From an optimization exercise on the open Yosys and OpenROAD flow, aimed at small area; shortcuts taken in it are not production practice. The RTL was checked by simulation tests, not by an equivalence proof against the original design. Power figures rest on the tool's default switching activity, not on a simulated workload.

## main_module
module main_module(data_out,ins,A,B,current_address,ans_ex,mux_ans_dm,ans_wb,data_in,clk,interrupt,reset,
	imem_addr,imem_rdata,dmem_en,dmem_we,dmem_addr,dmem_wdata,dmem_rdata);
output [19:0] ins;
output [7:0] A,B,current_address,ans_ex,mux_ans_dm,ans_wb,data_out;
input [7:0] data_in;
input clk,interrupt,reset;
output [7:0] imem_addr;
input [19:0] imem_rdata;
output dmem_en,dmem_we;
output [7:0] dmem_addr,dmem_wdata;
input [7:0] dmem_rdata;
reg        rd;                  
reg  [7:0] hold;                
reg [19:0] ins_hold;            
reg        stall_pm, qt1, qt2;
reg        Q1, Q2, Q3, Q4;      
reg  [4:0] op_dec;
reg  [4:0] RA_reg, RB_reg, RW_reg;
reg        nm;                  
reg  [4:0] reg2, reg3, reg4;    
reg        out_reg1;
reg  [7:0] out_reg2;
reg  [1:0] flag_temp;
reg  [7:0] ans_ex_r, B_Bypass, data_out_r;
reg        mem_en_ex, mem_rw_ex;
reg  [7:0] ans_reg;
reg        msel_dm;
reg  [7:0] ans_wb_r;
wire [4:0] op = ins[19:15];
  ...
==> module main_module, before the edit <==
module main_module(data_out,ins,A,B,current_address,ans_ex,mux_ans_dm,ans_wb,data_in,clk,interrupt,reset,
	imem_addr,imem_rdata,dmem_en,dmem_we,dmem_addr,dmem_wdata,dmem_rdata);
output [19:0] ins;
output [7:0] A,B,current_address,ans_ex,mux_ans_dm,ans_wb,data_out;
input [7:0] data_in;
input clk,interrupt,reset;
output [7:0] imem_addr;
input [19:0] imem_rdata;
output dmem_en,dmem_we;
output [7:0] dmem_addr,dmem_wdata;
input [7:0] dmem_rdata;
reg        rd;                  
reg  [7:0] hold;                
reg [19:0] ins_hold;            
reg        stall_pm, qt1, qt2;
reg        Q1, Q2, Q3, Q4;      
reg  [4:0] op_dec;
reg  [4:0] RA_reg, RB_reg, RW_reg;
reg        nm;                  
reg  [4:0] reg2, reg3, reg4;    
reg        out_reg1;
reg  [7:0] out_reg2;
reg  [1:0] flag_temp;
reg  [7:0] ans_ex_r, B_Bypass, data_out_r;
reg        mem_en_ex, mem_rw_ex;
reg  [7:0] ans_reg;
reg        msel_dm;
reg  [7:0] ans_wb_r;
wire [4:0] op = ins[19:15];
wire stall_pm_n = ~stall_pm;
generate
	for (q = 0; q < 20; q = q + 1) begin : insm
		rf_a22o u(.a1(stall_pm), .a2(ins_hold[q]), .b1(stall_pm_n), .b2(imem_rdata[q]), .x(ins[q]));
	end
endgenerate
wire op_jcc = (op[4:2] == 3'b111);
wire op_ld  = (op == 5'b10100);
wire op_hlt = (op == 5'b10001);
wire op_ret = (op == 5'b10000);
wire op_jmp = (op == 5'b11000);
wire jump_out = op_jcc & ~qt2;
wire ld_out   = op_ld & ~Q4;
wire stall    = reset & (jump_out | ld_out | op_hlt);
wire c_flag, z_flag;
wire cond = op[1] ? z_flag : c_flag;
wire pc_mux_sel = (op_jcc & (cond ^ op[0])) | op_ret | op_jmp | out_reg1;
wire j_ins = ~op_ret & ~out_reg1;
wire j_f0  = ~op_ret & out_reg1;
wire [7:0] jmp_loc;
genvar q;
generate
	for (q = 0; q < 8; q = q + 1) begin : jl
		if (q >= 4) begin : hi
			rf_a221o u(.a1(op_ret), .a2(out_reg2[q]), .b1(j_ins), .b2(ins[q]), .c1(j_f0), .x(jmp_loc[q]));
		end else begin : lo
			rf_a22o u(.a1(op_ret), .a2(out_reg2[q]), .b1(j_ins), .b2(ins[q]), .x(jmp_loc[q]));
		end
	end
endgenerate
wire inc = rd & ~stall;
wire [8:0] ic;
assign ic[0] = inc;
genvar n;
generate
	for (n = 0; n < 8; n = n + 1) begin : incr
		assign ic[n+1] = ic[n] & hold[n];
	end
endgenerate
wire [7:0] cur_tmp = hold ^ ic[7:0];
wire pc_mux_sel_n = ~pc_mux_sel;
generate
	for (q = 0; q < 8; q = q + 1) begin : curm
		rf_a22o u(.a1(pc_mux_sel), .a2(jmp_loc[q]), .b1(pc_mux_sel_n), .b2(cur_tmp[q]), .x(current_address[q]));
	end
endgenerate
assign imem_addr = reset ? current_address : 8'b0;
wire nor1 = ~(op_jcc | op_jmp | Q4);
always @(posedge clk) begin
	rd <= reset;
	hold <= imem_addr;
	ins_hold <= ins;
	stall_pm <= stall;
	qt1 <= reset & jump_out;
	qt2 <= reset & qt1;
	Q1 <= reset & ins[15] & ~Q1;
	Q2 <= reset & (op[4:1] == 4'b1010) & ~Q2;
	Q3 <= reset & (op[4:3] == 2'b01);
	Q4 <= reset & ld_out;
	op_dec <= reset ? op : 5'b0;
	RA_reg <= ins[9:5];
	RB_reg <= ins[4:0];
	RW_reg <= ins[14:10];
	nm <= reset & nor1;
	out_reg1 <= reset & interrupt;
end
wire [4:0] reg1 = RA_reg & {5{nm}};
wire [4:0] reg5 = RB_reg & {5{nm}};
wire [4:0] r1   = RW_reg & {5{nm}};
wire ca1 = (reg2 == reg1), ca2 = (reg3 == reg1), ca3 = (reg4 == reg1);
wire cb1 = (reg2 == reg5), cb2 = (reg3 == reg5), cb3 = (reg4 == reg5);
wire [3:0] fa, fb;
assign fa[1] = ca1;
assign fa[2] = ~ca1 & ca2;
assign fa[3] = ~ca1 & ~ca2 & ca3;
assign fa[0] = ~ca1 & ~ca2 & ~ca3;
assign fb[1] = ~Q3 & cb1;
assign fb[2] = ~Q3 & ~cb1 & cb2;
assign fb[3] = ~Q3 & ~cb1 & ~cb2 & cb3;
assign fb[0] = ~Q3 & ~cb1 & ~cb2 & ~cb3;
regfile rf(.clk(clk), .reset(reset), .waddr(reg4), .wdata(ans_wb_r),
	.ra(RA_reg), .rb(RB_reg), .fa(fa), .fb(fb), .imm_sel(Q3),
	.f1(ans_ex_r), .f2(mux_ans_dm), .f3(ans_wb_r), .qa(A), .qb(B));
wire [4:0] o = op_dec;
wire [7:0] res;
alu ua(.o(op_dec), .A(A), .B(B), .ans_ex_r(ans_ex_r), .data_in(data_in), .flag_temp(flag_temp), .res(res), .c_flag(c_flag), .z_flag(z_flag));
always @(posedge clk) begin
	flag_temp <= {z_flag, c_flag};
	ans_ex_r <= reset ? res : 8'b0;
	B_Bypass <= B;
	mem_en_ex <= reset & Q2;
	mem_rw_ex <= Q1;
	reg2 <= reset ? r1 : 5'b0;
	reg3 <= reset ? reg2 : 5'b0;
	reg4 <= reset ? reg3 : 5'b0;
	ans_reg <= reset ? ans_ex_r : 8'b0;
	msel_dm <= reset & mem_en_ex & ~mem_rw_ex;
	ans_wb_r <= reset ? mux_ans_dm : 8'b0;
end
wire do_ld  = reset & (o == 5'b10111);
wire do_kp  = reset & ~(o == 5'b10111);
wire or_ld  = reset & interrupt;
wire or_kp  = reset & ~interrupt;
wire msel_n = ~msel_dm;
wire [7:0] data_out_d, out_reg2_d;
generate
	for (q = 0; q < 8; q = q + 1) begin : pm
		rf_a22o ud(.a1(do_ld), .a2(A[q]), .b1(do_kp), .b2(data_out_r[q]), .x(data_out_d[q]));
		rf_a22o uo(.a1(or_ld), .a2(current_address[q]), .b1(or_kp), .b2(out_reg2[q]), .x(out_reg2_d[q]));
		rf_a22o um(.a1(msel_dm), .a2(dmem_rdata[q]), .b1(msel_n), .b2(ans_reg[q]), .x(mux_ans_dm[q]));
	end
endgenerate
always @(posedge clk) begin
	data_out_r <= data_out_d;
	out_reg2 <= out_reg2_d;
end
assign ans_ex = ans_ex_r;
assign ans_wb = ans_wb_r;
assign data_out = data_out_r;
assign dmem_en = mem_en_ex;
assign dmem_we = mem_rw_ex;
assign dmem_addr = ans_ex_r;
assign dmem_wdata = B_Bypass;
endmodule
clock: 12.5 ns
lec_check: 0
cap_margin: 20
core_margin: 4
core_utilization: 45
slew_margin: 20
synth_hierarchical: 1
standard.sh (not shown) runs the stock make flow with config.mk's settings and CLKGATE_MAP_FILE= SYNTH_SCRIPT=/design/flow/synth_recipe.tcl, a recipe that flattens the netlist after the stock synthesis.
==> flow/flow/run.sh <==
#!/bin/bash
# Standard layout, except: ports are buffered with the smallest buffer, and
# clock tree synthesis uses larger sink clusters without dummy loads.
set -euo pipefail
bash standard.sh finish \
  "BUFFER_PORTS_ARGS=-buffer_cell sky130_fd_sc_hd__buf_1" \
  "CTS_ARGS=-sink_clustering_enable -repair_clock_nets -dont_use_dummy_load -buf_list sky130_fd_sc_hd__clkbuf_4 -sink_clustering_size 8 -sink_clustering_max_diameter 40" \
  > standard.log 2>&1
The starting point produced a clean layout.
==> next run, changes <==
--- a/flow/design.v
+++ b/flow/design.v
@@ -165,29 +165,14 @@
 			rf_a221o u(.a1(op_ret), .a2(out_reg2[q]), .b1(j_ins), .b2(ins[q]), .c1(j_f0), .x(jmp_loc[q]));
 		end else begin : lo
 			rf_a22o u(.a1(op_ret), .a2(out_reg2[q]), .b1(j_ins), .b2(ins[q]), .x(jmp_loc[q]));
 		end
 	end
 endgenerate
-wire inc = rd & ~stall;
-wire [8:0] ic;
-assign ic[0] = inc;
-genvar n;
-generate
-	for (n = 0; n < 8; n = n + 1) begin : incr
-		assign ic[n+1] = ic[n] & hold[n];
-	end
-endgenerate
-wire [7:0] cur_tmp = hold ^ ic[7:0];
-wire pc_mux_sel_n = ~pc_mux_sel;
-generate
-	for (q = 0; q < 8; q = q + 1) begin : curm
-		rf_a22o u(.a1(pc_mux_sel), .a2(jmp_loc[q]), .b1(pc_mux_sel_n), .b2(cur_tmp[q]), .x(current_address[q]));
-	end
-endgenerate
-assign imem_addr = reset ? current_address : 8'b0;
+pc_next upc(.hold(hold), .inc(rd & ~stall), .pc_mux_sel(pc_mux_sel), .jmp_loc(jmp_loc), .reset(reset),
+	.current_address(current_address), .imem_addr(imem_addr));
 wire nor1 = ~(op_jcc | op_jmp | Q4);
 always @(posedge clk) begin
 	rd <= reset;
 	hold <= imem_addr;
 	ins_hold <= ins;
 	stall_pm <= stall;
@@ -204,23 +189,15 @@
 	nm <= reset & nor1;
 	out_reg1 <= reset & interrupt;
 end
 wire [4:0] reg1 = RA_reg & {5{nm}};
 wire [4:0] reg5 = RB_reg & {5{nm}};
 wire [4:0] r1   = RW_reg & {5{nm}};
-wire ca1 = (reg2 == reg1), ca2 = (reg3 == reg1), ca3 = (reg4 == reg1);
-wire cb1 = (reg2 == reg5), cb2 = (reg3 == reg5), cb3 = (reg4 == reg5);
 wire [3:0] fa, fb;
-assign fa[1] = ca1;
-assign fa[2] = ~ca1 & ca2;
-assign fa[3] = ~ca1 & ~ca2 & ca3;
-assign fa[0] = ~ca1 & ~ca2 & ~ca3;
-assign fb[1] = ~Q3 & cb1;
-assign fb[2] = ~Q3 & ~cb1 & cb2;
-assign fb[3] = ~Q3 & ~cb1 & ~cb2 & cb3;
-assign fb[0] = ~Q3 & ~cb1 & ~cb2 & ~cb3;
+fwd_sel ufa(.src(reg1), .d1(reg2), .d2(reg3), .d3(reg4), .imm(1'b0), .f(fa));
+fwd_sel ufb(.src(reg5), .d1(reg2), .d2(reg3), .d3(reg4), .imm(Q3), .f(fb));
 regfile rf(.clk(clk), .reset(reset), .waddr(reg4), .wdata(ans_wb_r),
 	.ra(RA_reg), .rb(RB_reg), .fa(fa), .fb(fb), .imm_sel(Q3),
 	.f1(ans_ex_r), .f2(mux_ans_dm), .f3(ans_wb_r), .qa(A), .qb(B));
 wire [4:0] o = op_dec;
 wire [7:0] res;
 alu ua(.o(op_dec), .A(A), .B(B), .ans_ex_r(ans_ex_r), .data_in(data_in), .flag_temp(flag_temp), .res(res), .c_flag(c_flag), .z_flag(z_flag));
@@ -336,6 +313,32 @@
 		rf_nand2 uc(.a(y1), .b(y2), .y(res[k]));
 	end
 endgenerate
 assign c_flag = hold_f ? flag_temp[0] : cy_flag;
 assign z_flag = hold_f ? flag_temp[1] : (zen & ~(|res));
 endmodule
+module fwd_sel(input [4:0] src, input [4:0] d1, input [4:0] d2, input [4:0] d3, input imm, output [3:0] f);
+wire c1 = (d1 == src), c2 = (d2 == src), c3 = (d3 == src);
+assign f[1] = ~imm & c1;
+assign f[2] = ~imm & ~c1 & c2;
+assign f[3] = ~imm & ~c1 & ~c2 & c3;
+assign f[0] = ~imm & ~c1 & ~c2 & ~c3;
+endmodule
+module pc_next(input [7:0] hold, input inc, input pc_mux_sel, input [7:0] jmp_loc, input reset,
+	output [7:0] current_address, output [7:0] imem_addr);
+wire [8:0] ic;
+assign ic[0] = inc;
+genvar n;
+generate
+	for (n = 0; n < 8; n = n + 1) begin : incr
+		assign ic[n+1] = ic[n] & hold[n];
+	end
+endgenerate
+wire [7:0] cur_tmp = hold ^ ic[7:0];
+wire pc_mux_sel_n = ~pc_mux_sel;
+generate
+	for (n = 0; n < 8; n = n + 1) begin : curm
+		rf_a22o u(.a1(pc_mux_sel), .a2(jmp_loc[n]), .b1(pc_mux_sel_n), .b2(cur_tmp[n]), .x(current_address[n]));
+	end
+endgenerate
+assign imem_addr = reset ? current_address : 8'b0;
+endmodule
What happened:
- core utilization stays flat
- routed wire length is lower by 1.3%
- non-clock buffer count stays the same
- combinational power goes down by about 11%
- cell area fell by 0.75%
- power came out lower by 3.1%
- worst setup slack is better by 0.65 ns
- die area fell by about 1.3%
- worst hold slack improved by 0.0059 ns
- synthesized cell count is lower by 3.1%
- clock-buffer cell count does not change
- clock skew went up by 0.013 ns

[separate check: timing with driven ports]
How much do the figures lean on ideal ports? The routed layouts below were timed once more, with nothing changed but the port constraints. Step 1 sets driving cells, clkbuf_16 on the clock port and buf_2 on the other inputs (assumed; they add their load-dependent delay and slew). Step 2 adds t to the input delays and takes it off the output delays; t is the mean of the earliest and latest rising clock arrival at the registers after step 1. Input paths then give back, and output paths get back, about the clock's delay inside the block. Slacks: no drivers / after step 1 / after step 2; pairs: no drivers / after step 1.
| run | t (ns) | slack for setup (ns) | hold WS [ns] | pins driven straight from the clock port |
|---|---|---|---|---|
| the first run | 0.824 | 0.469 / 0.422 / 1.246 | 0.364 / 0.364 / 0.364 | 1 |
| the second run | 0.845 | 1.121 / 1.069 / 1.796 | 0.370 / 0.370 / 0.370 | 1 |
After both steps every run listed still meets setup and hold.
